This is an optimization exercise on Yosys and OpenROAD, whose aim is small area and a short achievable clock period, not a production implementation. In this exercise RTL edits were held to simulation tests only and were not proved equivalent to the original. Power and IR drop assume default switching activity.

==> design/flow/design.v <==
`timescale 1ns/1ps
`timescale 1ns/1ps
`timescale 1ns/1ps
`timescale 1ns/1ps
`timescale 1ns/1ps
`timescale 1ns/1ps
`timescale 1ns/1ps
`timescale 1ns/1ps
`timescale 1ns/1ps
`timescale 1ns/1ps
`timescale 1ns/1ps
`timescale 1ns/1ps
`timescale 1ns/1ps
`timescale 1ns/1ps
`timescale 1ns/1ps
`timescale 1ns/1ps
`timescale 1ns/1ps
`timescale 1ns/1ps
module cpu_pipelined(
    input clk,
    input reset,
    output [63:0] imem_addr,
    input  [31:0] imem_data,
    output [63:0] dmem_addr,
    output [63:0] dmem_wdata,
    output dmem_we,
    output dmem_re,
    input  [63:0] dmem_rdata,
    output end_program
);
    reg  [63:1] pc;                  
    reg  [6:0]  d_op;                
    reg  [31:7] d_ins;               
    reg         d_nop;               
    reg  [63:1] d_pc4;               
    reg  [63:1] e_pc4;
    reg  [11:0] e_cimm;              
    reg  [4:0]  e_rs1, e_rd;
    reg  [33:0] sel_a;               
    reg  [32:0] sel_b;               
    reg         e_sub, e_alusrc;
    reg         e_s_sum, e_s_x, e_s_g, e_s_slt, e_s_sltu;
    reg         e_ns_shr, e_ns_shl;      
    reg         e_left, e_sra;
    reg         e_beq, e_bne, e_blt, e_bge;
    reg         e_load, e_store, e_br, e_wen, e_nop;    
    reg         stalled_last;                           
    reg  [63:0] m_alu, m_wd;
    reg  [4:0]  m_rd;
    reg         m_load, m_store, m_wen, m_fwd, m_nop;   
    reg  [63:0] w_val;
    reg  [4:0]  w_rd;
    reg         w_wen, w_nop;                           
    reg  [63:0] regs [1:31];
    integer k;
    genvar gi, gj;
    wire [31:0] ins = imem_data;
    wire        if_br = (ins[6:0] == 7'b1100011);
    wire [12:1] boff = {ins[31], ins[7], ins[30:25], ins[11:8]};
    wire [63:1] pred, pc4;
    pc_calc u_pc(.pc(pc), .off(boff), .br(if_br), .hold(stall), .pred(pred), .pc4(pc4));
    assign imem_addr = {pc, 1'b0};
    wire [4:0] rs1 = d_ins[19:15];
    wire [4:0] rs2 = d_ins[24:20];
    wire [4:0] rd  = d_ins[11:7];
    wire [2:0] f3  = d_ins[14:12];
    wire is_r = (d_op == 7'b0110011);
    wire is_i = (d_op == 7'b0010011);
    wire is_l = (d_op == 7'b0000011);
    wire is_s = (d_op == 7'b0100011);
    wire is_b = (d_op == 7'b1100011);
    wire stall = e_load & (e_rd != 5'd0) & ((e_rd == rs1) | (e_rd == rs2)) & ~stalled_last;
    wire [11:0] imm_id = is_s ? {d_ins[31:25], d_ins[11:7]} : d_ins[31:20];
    wire sub_id = (is_r & ((f3 == 3'd0 & d_ins[31:25] == 7'h20) | f3 == 3'd2 | f3 == 3'd3)) | is_b;
    wire addop  = is_l | is_s;
    wire [4:0] rs1_n = stall ? e_rs1 : rs1;      
    wire       ld_n  = stall | is_l;             
    wire nfa_w = m_wen & (m_rd == rs1_n);
    wire nfa_m = ~stall & e_wen & ~e_load & (e_rd == rs1);
    wire nfb_w = ~ld_n & m_wen & (m_rd == rs2);
    wire nfb_m = ~ld_n & e_wen & ~e_load & (e_rd == rs2);
    wire [4:0] rb_n = ld_n ? rs1_n : rs2;
    wire na_r = ~nfa_w & ~nfa_m;
    wire nb_r = ~nfb_w & ~nfb_m;
    always @(posedge clk) begin
        sel_a[0] <= nfa_w;
        sel_a[1] <= ~nfa_w & nfa_m;
        sel_a[2] <= na_r & stall;
        for (k = 1; k < 32; k = k + 1)
            sel_a[k + 2] <= na_r & ~stall & (rs1_n == k);
        sel_b[0] <= nfb_w;
        sel_b[1] <= ~nfb_w & nfb_m;
        for (k = 1; k < 32; k = k + 1)
            sel_b[k + 1] <= nb_r & (rb_n == k);
    end
    wire [63:0] opa, opb;
    generate for (gi = 0; gi < 64; gi = gi + 1) begin : g_rd
        wire [30:0] col;
        for (gj = 1; gj < 32; gj = gj + 1) begin : g_c
            assign col[gj - 1] = regs[gj][gi];
        end
        sel34 u_a(.s(sel_a), .d({col, m_wd[gi], m_alu[gi], w_val[gi]}), .q(opa[gi]));
        sel33 u_b(.s(sel_b), .d({col, m_alu[gi], w_val[gi]}), .q(opb[gi]));
    end endgenerate
    wire [63:0] bx = (opb & {64{~e_alusrc}}) ^ {{52{e_cimm[11]}}, e_cimm};
    wire [63:0] sum, p, g;
    wire cout;
    add64 u_add(.a(opa), .b(bx), .ci(e_sub), .s(sum), .p(p), .g(g), .co(cout));
    wire [63:0] sh_in_n, sh_r_n;
    generate for (gi = 0; gi < 64; gi = gi + 1) begin : g_rev
        c_mux2i u(.s(e_left), .a0(opa[gi]), .a1(opa[63 - gi]), .y(sh_in_n[gi]));
    end endgenerate
    shr64 u_sh(.x(sh_in_n), .fill(~(e_sra & opa[63])), .sh(e_alusrc ? e_cimm[5:0] : opb[5:0]), .y(sh_r_n));
    wire [63:0] alu;
    generate for (gi = 0; gi < 64; gi = gi + 1) begin : g_alu
        wire y0;
        c_aoi222 u0(.a0(e_s_sum), .b0(sum[gi]), .a1(e_s_x), .b1(p[gi]),
                    .a2(e_s_g), .b2(g[gi]), .y(y0));
        if (gi == 0) begin : g_b0
            wire y3, y4;
            c_nand2 u3(.a(e_s_slt), .b(sum[63]), .y(y3));
            c_nand2 u4(.a(e_s_sltu), .b(~cout), .y(y4));
            assign alu[gi] = ~((e_ns_shr | sh_r_n[gi]) & (e_ns_shl | sh_r_n[63 - gi]) & y0 & y3 & y4);
        end else begin : g_bn
            c_o221ai u1(.a1(e_ns_shr), .a2(sh_r_n[gi]), .b1(e_ns_shl), .b2(sh_r_n[63 - gi]),
                        .c1(y0), .y(alu[gi]));
        end
    end endgenerate
    wire eq = &p;
    wire ne = ~&sh_r_n;
    wire lt = (opa[63] ^ opb[63]) ? opa[63] : sum[63];
    wire taken = (e_beq & eq) | (e_bne & ne) | (e_blt & lt) | (e_bge & ~lt);
    wire mispred = e_br & ~taken;
    wire end_xn;
    br_xn u_bx(.br(e_br), .beq(e_beq), .bne(e_bne), .blt(e_blt), .bge(e_bge),
               .eq(eq), .ne(ne), .lt(lt), .nop(w_nop), .xn(end_xn));
    always @(posedge clk or posedge reset) begin
        if (reset) pc <= 63'd0;
        else pc <= mispred ? e_pc4 : pred;      
    end
    always @(posedge clk or posedge reset) begin
        if (reset) begin
            d_op <= 7'd0;
            d_nop <= 1'b0;
        end else if (!stall) begin
            d_op <= ins[6:0];
            d_nop <= (ins == 32'd0);
        end else if (if_br) begin
            d_op <= 7'b0010011;       
            d_nop <= 1'b1;
        end
    end
    always @(posedge clk) begin
        if (!stall) begin
            d_ins <= ins[31:7];
            d_pc4 <= pc4;
        end else if (if_br) begin
            d_ins <= 25'd0;           
        end
    end
    always @(posedge clk or posedge reset) begin
        if (reset) begin
            e_load <= 1'b0; e_store <= 1'b0; e_br <= 1'b0; e_wen <= 1'b0; e_nop <= 1'b0;
            stalled_last <= 1'b0;
        end else begin
            stalled_last <= stall;
            if (!stall) begin
                e_load  <= is_l;
                e_store <= is_s;
                e_br    <= is_b;
                e_wen   <= (is_r | is_i | is_l) & (rd != 5'd0);
                e_nop   <= d_nop;
            end
        end
    end
    always @(posedge clk) begin
        e_pc4 <= d_pc4;
        e_left <= (f3 == 3'd1);
        e_sra  <= d_ins[30] & (f3 == 3'd5);
        e_beq  <= (f3 == 3'd0);
        e_bne  <= (f3 == 3'd1);
        e_blt  <= (f3 == 3'd4);
        e_bge  <= (f3 == 3'd5);
        e_sub    <= ~stall & sub_id;
        e_alusrc <= stall | is_l | is_s | is_i;
        e_s_sum  <= stall | addop | (f3 == 3'd0);
        e_ns_shl <= ~(~stall & ~addop & (f3 == 3'd1));
        e_ns_shr <= ~(~stall & ~addop & (f3 == 3'd5));
        e_s_x    <= ~stall & ~addop & (f3 == 3'd4 | f3 == 3'd6);
        e_s_g    <= ~stall & ~addop & (f3 == 3'd6 | f3 == 3'd7);
        e_s_slt  <= ~stall & ~addop & (f3 == 3'd2);
        e_s_sltu <= ~stall & ~addop & (f3 == 3'd3);
        if (!stall) begin
            e_cimm <= (is_l | is_s | is_i) ? imm_id : {12{sub_id}};
            e_rs1 <= rs1;
            e_rd  <= rd;
        end
    end
    always @(posedge clk or posedge reset) begin
        if (reset) begin
            m_load <= 1'b0; m_store <= 1'b0; m_wen <= 1'b0; m_fwd <= 1'b0; m_nop <= 1'b0;
        end else begin
            m_load <= e_load; m_store <= e_store; m_wen <= e_wen; m_fwd <= e_wen & ~e_load;
            m_nop <= e_nop;
        end
    end
    always @(posedge clk) begin
        m_alu <= alu;
        m_wd  <= opb;
        m_rd  <= e_rd;
    end
    assign dmem_addr  = m_alu;
    assign dmem_wdata = m_wd;
    assign dmem_we    = m_store;
    assign dmem_re    = m_load;
    always @(posedge clk or posedge reset) begin
        if (reset) begin
            w_wen <= 1'b0; w_nop <= 1'b0;
        end else begin
            w_wen <= m_wen; w_nop <= m_nop;
        end
    end
    always @(posedge clk) begin
        w_val <= m_load ? dmem_rdata : m_alu;
        w_rd  <= m_rd;
    end
    always @(posedge clk) begin
        for (k = 1; k < 32; k = k + 1)
            if (w_wen && w_rd == k)
                regs[k] <= w_val;
    end
    end_logic u_end(.ins(ins[6:0]), .xn(end_xn), .y(end_program));
endmodule
module c_aoi222(input a0, input b0, input a1, input b1, input a2, input b2, output y);
    assign y = ~((a0 & b0) | (a1 & b1) | (a2 & b2));
endmodule
module c_nand4(input a, input b, input c, input d, output y);
    assign y = ~(a & b & c & d);
endmodule
module c_nand3(input a, input b, input c, output y);
    assign y = ~(a & b & c);
endmodule
module c_nand2(input a, input b, output y);
    assign y = ~(a & b);
endmodule
module c_and4(input a, input b, input c, input d, output y);
    assign y = a & b & c & d;
endmodule
module c_nor3(input a, input b, input c, output y);
    assign y = ~(a | b | c);
endmodule
module c_a21oi(input a1, input a2, input b1, output y);
    assign y = ~((a1 & a2) | b1);
endmodule
module br_xn(input br, input beq, input bne, input blt, input bge,
             input eq, input ne, input lt, input nop, output xn);
    wire taken = (beq & eq) | (bne & ne) | (blt & lt) | (bge & ~lt);
    assign xn = ~(nop & ~(br & ~taken));
endmodule
module end_logic(input [6:0] ins, input xn, output y);
    wire t1, t2;
    c_and4  u1(.a(ins[0]), .b(ins[1]), .c(ins[5]), .d(ins[6]), .y(t1));
    c_nor3  u2(.a(ins[2]), .b(ins[3]), .c(ins[4]), .y(t2));
    c_a21oi u3(.a1(t1), .a2(t2), .b1(xn), .y(y));
endmodule
module c_or3(input a, input b, input c, output y);
    assign y = a | b | c;
endmodule
module c_o221ai(input a1, input a2, input b1, input b2, input c1, output y);
    assign y = ~((a1 | a2) & (b1 | b2) & c1);
endmodule
module c_mux2i(input s, input a0, input a1, output y);
    assign y = ~(s ? a1 : a0);
endmodule
module sel34(input [33:0] s, input [33:0] d, output q);
    wire [11:0] n;
    genvar i;
    generate for (i = 0; i < 11; i = i + 1) begin : g
        c_aoi222 u(.a0(s[3*i]), .b0(d[3*i]), .a1(s[3*i+1]), .b1(d[3*i+1]),
                   .a2(s[3*i+2]), .b2(d[3*i+2]), .y(n[i]));
    end endgenerate
    c_nand2 u11(.a(s[33]), .b(d[33]), .y(n[11]));
    wire o0, o1, o2;
    c_nand4 v0(.a(n[0]), .b(n[1]), .c(n[2]),  .d(n[3]),  .y(o0));
    c_nand4 v1(.a(n[4]), .b(n[5]), .c(n[6]),  .d(n[7]),  .y(o1));
    c_nand4 v2(.a(n[8]), .b(n[9]), .c(n[10]), .d(n[11]), .y(o2));
    c_or3   w0(.a(o0), .b(o1), .c(o2), .y(q));
endmodule
module sel33(input [32:0] s, input [32:0] d, output q);
    wire [10:0] n;
    genvar i;
    generate for (i = 0; i < 11; i = i + 1) begin : g
        c_aoi222 u(.a0(s[3*i]), .b0(d[3*i]), .a1(s[3*i+1]), .b1(d[3*i+1]),
                   .a2(s[3*i+2]), .b2(d[3*i+2]), .y(n[i]));
    end endgenerate
    wire o0, o1, o2;
    c_nand4 v0(.a(n[0]), .b(n[1]), .c(n[2]), .d(n[3]), .y(o0));
    c_nand4 v1(.a(n[4]), .b(n[5]), .c(n[6]), .d(n[7]), .y(o1));
    c_nand3 v2(.a(n[8]), .b(n[9]), .c(n[10]), .y(o2));
    c_or3   w0(.a(o0), .b(o1), .c(o2), .y(q));
endmodule
module pc_calc(
    input  [63:1] pc,
    input  [12:1] off,
    input         br,
    input         hold,
    output [63:1] pred,
    output [63:1] pc4
);
    wire [12:1] lo_t;
    wire        c13;
    assign {c13, lo_t} = {1'b0, pc[12:1]} + {1'b0, off};
    wire [12:2] lo_4;
    wire        c4;
    assign {c4, lo_4} = {1'b0, pc[12:2]} + 12'd1;
    wire [63:13] up = pc[63:13];
    wire [64:13] all1, all0;
    assign all1[13] = 1'b1;
    assign all0[13] = 1'b1;
    genvar i;
    generate for (i = 13; i < 64; i = i + 1) begin : g_c
        assign all1[i + 1] = all1[i] & up[i];
        assign all0[i + 1] = all0[i] & ~up[i];
    end endgenerate
    wire s  = off[12];
    wire go = c13 ^ s;
    wire fi = ~hold & (br ? (go & ~s) : c4);    
    wire fd = ~hold & br & go & s;              
    wire [63:13] p_up = up ^ ((all1[63:13] & {51{fi}}) | (all0[63:13] & {51{fd}}));
    wire [63:13] q_up = up ^ (all1[63:13] & {51{c4}});
    assign pc4  = {q_up, lo_4, pc[1]};
    assign pred = {p_up, hold ? pc[12:1] : br ? lo_t : {lo_4, pc[1]}};
endmodule
module add64(
    input  [63:0] a,
    input  [63:0] b,
    input         ci,
    output [63:0] s,
    output [63:0] p,
    output [63:0] g,
    output        co
);
    assign p = a ^ b;
    assign g = a & b;
    wire [63:0] G [0:11];
    wire [63:0] P [0:11];
    assign G[0] = {g[63:1], g[0] | (p[0] & ci)};
    assign P[0] = p;
    genvar l, i;
    generate for (l = 0; l < 6; l = l + 1) begin : g_up
        for (i = 0; i < 64; i = i + 1) begin : g_i
            if (((i + 1) % (2 << l)) == 0) begin : g_op
                assign G[l + 1][i] = G[l][i] | (P[l][i] & G[l][i - (1 << l)]);
                assign P[l + 1][i] = P[l][i] & P[l][i - (1 << l)];
            end else begin : g_pass
                assign G[l + 1][i] = G[l][i];
                assign P[l + 1][i] = P[l][i];
            end
        end
    end endgenerate
    generate for (l = 4; l >= 0; l = l - 1) begin : g_dn
        for (i = 0; i < 64; i = i + 1) begin : g_i
            if (i >= (3 << l) - 1 && ((i + 1 - (3 << l)) % (2 << l)) == 0) begin : g_op
                assign G[11 - l][i] = G[10 - l][i] | (P[10 - l][i] & G[10 - l][i - (1 << l)]);
                assign P[11 - l][i] = P[10 - l][i] & P[10 - l][i - (1 << l)];
            end else begin : g_pass
                assign G[11 - l][i] = G[10 - l][i];
                assign P[11 - l][i] = P[10 - l][i];
            end
        end
    end endgenerate
    wire [64:0] c = {G[11], ci};
    assign s = p ^ c[63:0];
    assign co = c[64];
endmodule
module shr64(
    input  [63:0] x,
    input         fill,
    input  [5:0]  sh,
    output [63:0] y
);
    wire [63:0] st [0:6];
    assign st[0] = x;
    genvar l, i;
    generate for (l = 0; l < 6; l = l + 1) begin : g_l
        wire f = (l % 2 == 0) ? fill : ~fill;
        for (i = 0; i < 64; i = i + 1) begin : g_i
            wire hi = (i + (1 << l) < 64) ? st[l][(i + (1 << l)) % 64] : f;
            c_mux2i u(.s(sh[l]), .a0(st[l][i]), .a1(hi), .y(st[l + 1][i]));
        end
    end endgenerate
    assign y = st[6];
endmodule
==> design/flow/flow/run.sh <==
#!/bin/bash
# Own layout flow: the standard flow (standard.sh, unchanged synthesis,
# floorplan, power grid and tap cells), with two placement/CTS options set:
#  - ports are buffered with buf_2 instead of the default port buffer
#  - clock tree sinks clustered by 22 within 100 um, without dummy loads
#  - the pins of the end_program path (the opcode bits of imem_data and
#    end_program) are placed next to each other
# Every tool's full output goes to the ORFS logs under orfs/logs and, for
# the make run as a whole, to flow_make.log in this folder.
set -euo pipefail
export BUFFER_PORTS_ARGS="-buffer_cell sky130_fd_sc_hd__buf_2"
export CTS_ARGS="-sink_clustering_enable -repair_clock_nets -sink_clustering_size 22 -sink_clustering_max_diameter 100 -dont_use_dummy_load"
export PLACE_PINS_ARGS="-group_pins {imem_data[0] imem_data[1] imem_data[2] imem_data[3] imem_data[4] imem_data[5] imem_data[6] end_program}"
bash standard.sh finish > flow_make.log 2>&1 || { tail -50 flow_make.log; exit 1; }
tail -5 flow_make.log
ls -l out/final.def
==> design/flow/standard.sh <==
#!/bin/bash
# synth_recipe.tcl (not shown) runs the flow's synth.tcl, then flattens the netlist and writes it again
# the make line also repeats each setting of config.mk as NAME=value (left out here)
make -C /OpenROAD-flow-scripts/flow DESIGN_CONFIG=/design/flow/config.mk WORK_HOME=/design/flow/orfs CLKGATE_MAP_FILE= SYNTH_SCRIPT=/design/flow/synth_recipe.tcl "${@:-finish}"
==> design/flow/config.mk <==
export PLATFORM = sky130hd
export DESIGN_NAME = cpu_pipelined
export DESIGN_NICKNAME = cpu_pipelined
export VERILOG_FILES = /design/flow/design.v
export SDC_FILE = /design/flow/constraint.sdc
export NUM_CORES = 4
export LEC_CHECK = 0
export CAP_MARGIN = 10
export CORE_MARGIN = 2
export CORE_UTILIZATION = 45
export CTS_CLUSTER_DIAMETER = 100
export CTS_CLUSTER_SIZE = 22
export PLACE_DENSITY = 0.5
export SLEW_MARGIN = 10
export SYNTH_HIERARCHICAL = 1
export SYNTH_MINIMUM_KEEP_SIZE = 0
==> design/flow/constraint.sdc <==
create_clock -name core_clock -period 41.0 [get_ports {clk}]
set_input_delay 8.2000 -clock core_clock [delete_from_list [all_inputs] [get_ports {clk}]]
set_output_delay 8.2000 -clock core_clock [all_outputs]
set_load 0.01 [all_outputs]
==> flow_metrics.env, run 1 <==
export IMPL_rows=179
export IMPL_async_flop_share=0.0329
export IMPL_wl_per_cell_um=47.1
export IMPL_rsz0062_at_grt="false"
export IMPL_synth_top_area_share=0.586
export IMPL_grt_max_degree=66
export IMPL_core_sq_um=237000
export IMPL_min_period_ps=17030
export IMPL_layout_drive_gt1_share=0.141
export IMPL_slew_viol_final=0
export IMPL_cp_common_cell="buf_2"
export IMPL_ys_top_cells_by_count="edfxtp_1 (2089), a222oi_1 (1472), mux2i_1 (458)"
export IMPL_path_depth=4
export IMPL_numPortBuffers=291
export IMPL_synth_area_leaders="edfxtp_1 (59%), a222oi_1 (14%), dfxtp_1 (6.6%), mux2i_1 (4.3%), nand4_1 (2.3%)"
export IMPL_cp_max_fo=4
export IMPL_cts_setup_buffers=0
export IMPL_relSlewSlack=0.117
export IMPL_critPathMaxStageDelay_ps=210
export IMPL_cts_buffers=134
export IMPL_end_kind="output pin"
export IMPL_io_pins=293
export IMPL_synth_edf_count=2089
export IMPL_min_path_type="reg -> reg"
export IMPL_power_density_nw_per_um2=47.5
export IMPL_path_delay_family="buffers and inverters"
export IMPL_dieArea_sq_um=242000
export IMPL_status="finished clean"
export IMPL_finalSetupViolCount=0
export IMPL_p_sw_mw=1.67
export IMPL_path_clk_slew_ps=90
export IMPL_firstDrtPassIters=22
export IMPL_arrival_ps=8820
export IMPL_peakVddDrop_v=0.0000459
export IMPL_synthDistinctLibCells=95
export IMPL_dpl_hpwl_um=307000
export IMPL_cts_resized=0
export IMPL_p_sw_frac=0.300
export IMPL_root_buffer="clkbuf_16"
export IMPL_drtIter0Drc=22100
export IMPL_reg2regPathDepth=23
export IMPL_skew_ps=96.0
export IMPL_clkSinkCount=2523
export IMPL_final_cells=10500
export IMPL_grt_pass1_wl_um=661000
export IMPL_routed_wl_um=494000
export IMPL_syn2layout_area_growth_pct=9.99
export IMPL_synth_ff_type="edfxtp_1"
export IMPL_syn_area_per_cell_sq_um=15.9
export IMPL_clk_latency_ps=840
export IMPL_fp_dieH_um=492
export IMPL_crit_chain="buf_2 > and4_1 > a21oi_2 > buf_2"
export IMPL_grtUsageTotal=0.394
export IMPL_syn_num_nets=6936
export IMPL_synth_seq_area_share=0.671
export IMPL_die_w_um=492
export IMPL_cap_violations=0
export IMPL_finalCritPeriodShare=0.415
export IMPL_hold_viol=0
export IMPL_power_frac_clock=0.248
export IMPL_grt_pass1_vias=78800
export IMPL_initial_core_util=0.451
export IMPL_ys_ff_latch=2523
export IMPL_syn_inst=6725
export IMPL_place_congestion=1.04
export IMPL_clock_fmax_mhz=58.7
export IMPL_timing_critical_path_buf_inv=2
export IMPL_synth_top_cell_by_area="edfxtp_1"
export IMPL_cp_required_ps=32800
export IMPL_startpoint_type="input port"
export IMPL_drc=0
export IMPL_vias=83500
export IMPL_p_comb_frac=0.167
export IMPL_tns_ps=0
export IMPL_via_per_inst=7.98
export IMPL_min_path_cells=0
export IMPL_final_nets=7499
export IMPL_dp_cells=10300
export IMPL_cts_buffer_depth=3
export IMPL_ctsHoldBuffers=0
export IMPL_cts_tree="done"
export IMPL_h_tree_depth=4
export IMPL_p_int_mw=3.91
export IMPL_antenna_found_initial=30
export IMPL_grt_remaining_overflow=0
export IMPL_synth_most_common_cell="edfxtp_1"
export IMPL_critPathKind="in -> out"
export IMPL_p_leak_nw=38.9
export IMPL_power_frac_seq=0.585
export IMPL_cp_slowest_cell="and4_1"
export IMPL_yosys_warnings=10
export IMPL_synth_area_sq_um=107000
export IMPL_worst_slew_pin_slew_ps=1330
export IMPL_drtAntennaViolNets=0
-- worst reg2reg max path, delay by kind of cell (launching register included) --
kind            cells  cell delay, ps
fa+ha+maj           3            1300
mux                 2             720
flops               1             340
compound gates      6            2380
buf+inv             3            2200
xor+xnor            2             950
simple gates        7            1070
-- per-module statistics from Yosys (local to each module, per instance), a selection --
module	flops+latches	copies in the design	cells inside
pc_calc	0	1	519
add64	0	1	332
br_xn	0	1	4
c_nand4	0	320	1
c_aoi222	0	1472	1
c_mux2i	0	448	1
c_nand2	0	66	1
c_nand3	0	64	1
shr64	0	1	1
c_or3	0	128	1
c_a21oi	0	1	1
-- layer usage --
metal	wire, um	global-route usage	up-vias	part of all wire
met5	201	0.00337	-	0.00041
li1	-	-	31800	-
met3	71100	0.123	1668	0.14
met4	32400	0.215	20	0.066
met2	211000	0.578	7978	0.43
met1	179000	0.520	42100	0.36
-- registers in the layout, indices dropped and copies added (netlist names), 5 cells and up --
name	count
d_ins	25
d_op	7
d_pc4	63
e_cimm	12
e_pc4	63
e_rd	5
e_rs1	5
m_alu	64
m_rd	5
m_wd	64
pc	63
regs	1984
sel_a	34
sel_b	33
w_rd	5
w_val	64
-- worst paths after layout --
kind / to / startpoint / slack, ps
min: e_pc4[1] / d_pc4[1] / 330
max in group asynchronous: pc[2] / reset / 32360
max: end_program / imem_data[5] / 23980
min reg2reg: e_pc4[1] / d_pc4[1] / 330
min in group asynchronous: pc[5] / reset / 7470
max reg2reg: pc[42] / sel_b[29] / 31940
-- power by group through the flow --
stage                     combinational (mW)  sequential, mW  clock, mW
after detailed placement               0.899            3.32          0
final                                  0.931            3.27       1.39
after CTS                              0.904            3.26       1.40
after global routing                   0.971            3.28       1.48
after global placement                 0.896            3.31          0
after floorplan                        0.495            3.25          0
-- kinds of logic (layout without fill, tap and decap cells) --
| family | count (synthesis) | after routing | synth area share |
|---|---|---|---|
| buffers and inverters | 173 | 734 | 0.00702 |
| xor gates and xnor gates | 233 | 233 | 0.0191 |
| AOI/OAI and AO/OA | 1810 | 1810 | 0.163 |
| adders and majority gates | 114 | 114 | 0.0157 |
| muxes | 588 | 588 | 0.0565 |
| and+or+nand+nor | 1283 | 1283 | 0.0667 |
| DFF | 2523 | 2523 | 0.671 |
| other | 1 | 22 | 0.0000350 |
-- through the flow --
step                hold WS [ps]  power (mW)  area (sq um)   util  worst slack [ps]
floorplan                    323        3.74        107000      -             24240
global placement             324        4.21        114000  0.482             23970
detailed placement           327        4.22        114000  0.482             23990
CTS                          325        5.56        118000  0.496             23990
global route                 339        5.74        118000  0.496             23970
finish                       327        5.59        118000  0.496             23980
-- area by class of cell --
class	count	area [sq um]
fillers	20100	119000
flip-flops and latches	2523	72100
multi-input cells	4029	34700
well taps	3167	3960
clock buffers	134	3350
repair buffers	522	3190
inverters	78	295
diodes	21	52.6
-- layout by cell type, fill, tap and decap left out, drive strengths merged, types with 12 or more instances in the layout --
cell type  count
and2          34
o22ai         12
buf          522
clkbuf       134
xnor2        149
mux2         130
a222oi      1472
or3          138
edfxtp      2089
diode         21
a21oi         90
dfrtp         83
or2           16
nand2b        75
o21ai         59
o31ai         18
nor4          42
nand3        112
nor3          52
inv           77
nand2        234
a21o          20
fa            34
mux2i        458
nand4        388
o221ai        66
xor2          84
nor2         132
dfxtp        351
ha            79
==> inputs of run 2 (changes only) <==
==> design/flow/run.sh (new file) <==
#!/bin/bash
# synth_recipe.tcl (not shown) runs the flow's synth.tcl, then flattens the netlist and writes it again
# the make line also repeats each setting of config.mk as NAME=value (left out here)
make -C /OpenROAD-flow-scripts/flow DESIGN_CONFIG=/design/flow/config.mk WORK_HOME=/design/flow/orfs CLKGATE_MAP_FILE= SYNTH_SCRIPT=/design/flow/synth_recipe.tcl finish
--- a/design/flow/config.mk
+++ b/design/flow/config.mk
@@ -8,8 +8,8 @@
 export CAP_MARGIN = 10
 export CORE_MARGIN = 2
-export CORE_UTILIZATION = 45
+export CORE_UTILIZATION = 40
 export CTS_CLUSTER_DIAMETER = 100
 export CTS_CLUSTER_SIZE = 22
-export PLACE_DENSITY = 0.5
+export PLACE_DENSITY = 0.45
 export SLEW_MARGIN = 10
 export SYNTH_HIERARCHICAL = 1
removed: design/flow/flow/run.sh
removed: design/flow/standard.sh
==> run 2 against run 1 <==
Die area rose by 12%; setup slack got worse by 820 ps; area after synthesis did not move; design area rose by 2.4%; largest power group unchanged; final cell count rose by 4.7%; clock skew fell by 54 ps.
==> flow_metrics.env, run 2 <==
export IMPL_synth_compound_area_share=0.163
export IMPL_firstDrtPassIters=14
export IMPL_nFillCells=23400
export IMPL_power_frac_seq=0.568
export IMPL_cts_tree="done"
export IMPL_synth_seq_area_share=0.671
export IMPL_total_power_mw=5.81
export IMPL_synthDistinctLibCells=95
export IMPL_synth_edf_count=2089
export IMPL_rsz0062_at_grt="false"
export IMPL_slew_viol_final=0
export IMPL_clk_latency_ps=850
export IMPL_p_int_mw=4.04
export IMPL_cts_buffer_depth=3
export IMPL_synth_most_common_cell="edfxtp_1"
export IMPL_initial_core_util=0.403
export IMPL_syn_inst=6725
export IMPL_numPortBuffers=291
export IMPL_synth_area_leaders="edfxtp_1 (59%), a222oi_1 (14%), dfxtp_1 (6.6%), mux2i_1 (4.3%), nand4_1 (2.3%)"
export IMPL_finalSetupViolCount=0
export IMPL_finalCritPeriodShare=0.435
export IMPL_synthAdderAreaFrac=0.0157
export IMPL_arrival_ps=9640
export IMPL_critPathKind="in -> out"
export IMPL_p_leak_nw=39.1
export IMPL_clock_fmax_mhz=56.0
export IMPL_cap_violations=0
export IMPL_path_clk_slew_ps=90
export IMPL_grt_pass1_wl_um=706000
export IMPL_cp_max_fo=4
export IMPL_synth_ff_type="edfxtp_1"
export IMPL_syn_num_nets=6936
export IMPL_reg2reg_from="sel_b[0]"
export IMPL_power_density_nw_per_um2=48.2
export IMPL_drtIter0Drc=22300
export IMPL_dieArea_sq_um=272000
export IMPL_synth_top_area_share=0.586
export IMPL_cts_buffers=137
export IMPL_status="finished clean"
export IMPL_final_nets=7508
export IMPL_peakVddDrop_v=0.0000465
export IMPL_antenna_found_initial=33
export IMPL_multi_input_area_sq_um=34700
export IMPL_final_common_cell="edfxtp_1"
export IMPL_routed_wl_um=532000
export IMPL_power_frac_clock=0.267
export IMPL_fp_dieH_um=521
export IMPL_hold_viol=0
export IMPL_core_sq_um=266000
export IMPL_largest_reg_flops=1984
export IMPL_synth_area_sq_um=107000
export IMPL_p_sw_frac=0.304
export IMPL_end_kind="output pin"
export IMPL_yosys_warnings=10
export IMPL_cp_required_ps=32800
export IMPL_grt_max_degree=65
export IMPL_io_pins=293
export IMPL_min_path_type="reg -> reg"
export IMPL_clkSinkCount=2523
export IMPL_syn2layout_area_growth_pct=12.6
export IMPL_die_w_um=521
export IMPL_tns_ps=0
export IMPL_root_buffer="clkbuf_16"
export IMPL_r2r_setup_slack_ps=31410
export IMPL_place_congestion=1.01
export IMPL_sequential_cell_area_sq_um=72100
export IMPL_dpl_hpwl_um=324000
export IMPL_top_register="regs"
export IMPL_skew_ps=41.7
export IMPL_synthMuxAreaShare=0.0565
export IMPL_h_tree_depth=4
export IMPL_synthXorXnorAreaFrac=0.0191
export IMPL_p_comb_frac=0.165
export IMPL_worst_slew_pin_slew_ps=1400
export IMPL_syn_area_per_cell_sq_um=15.9
export IMPL_cp_endpoint="end_program"
export IMPL_vias=84400
export IMPL_layout_common_cells="edfxtp_1 (2089), a222oi_1 (1472), mux2i_1 (458)"
export IMPL_via_per_inst=7.69
export IMPL_drtAntennaViolNets=0
export IMPL_grt_pass1_vias=80600
export IMPL_wl_per_cell_um=48.5
export IMPL_grtUsageTotal=0.379
export IMPL_p_sw_mw=1.76
export IMPL_reg2regPathDepth=20
export IMPL_cp_startpoint="imem_data[5]"
export IMPL_cts_setup_buffers=0
export IMPL_rr_endpoint="pc[63]"
export IMPL_synth_top_cell_by_area="edfxtp_1"
export IMPL_rows=189
export IMPL_ys_top_cells_by_count="edfxtp_1 (2089), a222oi_1 (1472), mux2i_1 (458)"
export IMPL_synth_simple_area_share=0.0667
export IMPL_layout_drive_gt1_share=0.104
export IMPL_min_period_ps=17840
export IMPL_grt_remaining_overflow=0
export IMPL_relSlewSlack=0.0654
export IMPL_cts_resized=0
export IMPL_startpoint_type="input port"
export IMPL_drc=0
export IMPL_ctsHoldBuffers=0
export IMPL_synth_top_family_by_area="compound AO/OA/AOI/OAI gates"
export IMPL_ys_ff_latch=2523
export IMPL_async_flop_share=0.0329
-- run 2: stage by stage --
step	cell area [sq um]	hold slack [ps]	worst slack, ps	utilization	std cells
2_1_floorplan	107000	323	24240	-	6725
3_3_place_gp	116000	324	23060	0.438	10700
3_5_place_dp	116000	327	23170	0.438	10700
4_1_cts	120000	340	23170	0.454	10900
5_1_grt	120000	345	23150	0.454	10900
6_report	121000	339	23160	0.454	11000
-- run 2: power by group through the flow --
stage	clock network, mW	logic [mW]	registers [mW]
after floorplan	0	0.495	3.25
after global placement	0	0.928	3.34
after detailed placement	0	0.927	3.35
after CTS	1.57	0.931	3.29
after global routing	1.65	0.997	3.31
final	1.55	0.959	3.30
-- run 2: cell type report --
cell class,instances,share of cell area
Inverter,78,0.00245
Clock buffer,226,0.0322
Multi-Input combinational cell,4029,0.288
Clock inverter,22,0.00245
Tap cell,3533,0.0367
Antenna cell,31,0.000644
Sequential cell,2523,0.598
Timing Repair Buffer,528,0.0392
-- run 2: critical path: stages --
cell and delay [ps]:
clkdlybuf4s50_1 490, and4_1 280, a21oi_2 130, clkdlybuf4s50_1 540
-- run 2: logic make-up after synthesis --
kind of cell               count (synthesis)
DFF                                     2523
AOI/OAI and AO/OA                       1810
and+or+nand+nor                         1283
muxes                                    588
xor gates and xnor gates                 233
buffers and inverters                    173
adders and majority gates                114
other                                      1
-- run 2: routing by layer --
layer / up-vias / global-route usage / wire length [um]
li1: 32000 / - / -
met1: 43100 / 0.495 / 197000
met2: 7644 / 0.551 / 225000
met3: 1594 / 0.122 / 73300
met4: 23 / 0.220 / 36300
met5: - / 0.00439 / 263
-- run 2: worst min path at each step --
stage / start / endpoint / slack (ps) / depth (start not counted)
floorplan: d_pc4[10] / e_pc4[10] / 320 / 0
global placement: d_pc4[26] / e_pc4[26] / 320 / 0
detailed placement: d_pc4[46] / e_pc4[46] / 330 / 0
CTS: d_pc4[33] / e_pc4[33] / 340 / 0
global route: d_pc4[33] / e_pc4[33] / 350 / 0
finish: d_pc4[36] / e_pc4[36] / 340 / 0
-- run 2: Yosys stat by module, one instance, submodules excluded, a selection --
module    copies in the design  area, sq um  cells  flip-flops and latches
br_xn                        1         30.0      4                       0
c_a21oi                      1         8.76      1                       0
c_aoi222                  1472         10.0      1                       0
c_nand3                     64         5.00      1                       0
c_nand4                    320         6.26      1                       0
c_o221ai                    63         15.0      1                       0
shr64                        1         3.75      1                       0

-- port drivers added, routing unchanged --
The results above use ideal ports. As a check the final layouts listed here were re-extracted and re-timed, cells and wires unchanged.
Step 1 (the two cells are an assumption about what drives the block):
set clk [get_ports {clk}]
set_driving_cell -lib_cell sky130_fd_sc_hd__clkbuf_16 $clk
set_driving_cell -lib_cell sky130_fd_sc_hd__buf_2 [delete_from_list [all_inputs] $clk]
Step 2 moves the port delays by t, midway between the first and last clock arrival at a register: inputs arrive t later, outputs are due t later. That takes back most of the time a late clock gives input paths.
a / b / c = ideal / step 1 / step 2; a / b = the first two.
run	shift t [ns]	slack for setup (ns)	clock arrival spread, ns	pins driven straight from the clock port
run 1	0.897	23.975 / 23.956 / 23.956	0.096 / 0.096	1
run 2	0.929	23.156 / 23.130 / 23.130	0.047 / 0.046	1
After both steps every run listed still meets setup and hold. The setup slack of run 2, which loses most, moves by -0.026 ns with the drivers and by -0.026 ns with both steps.
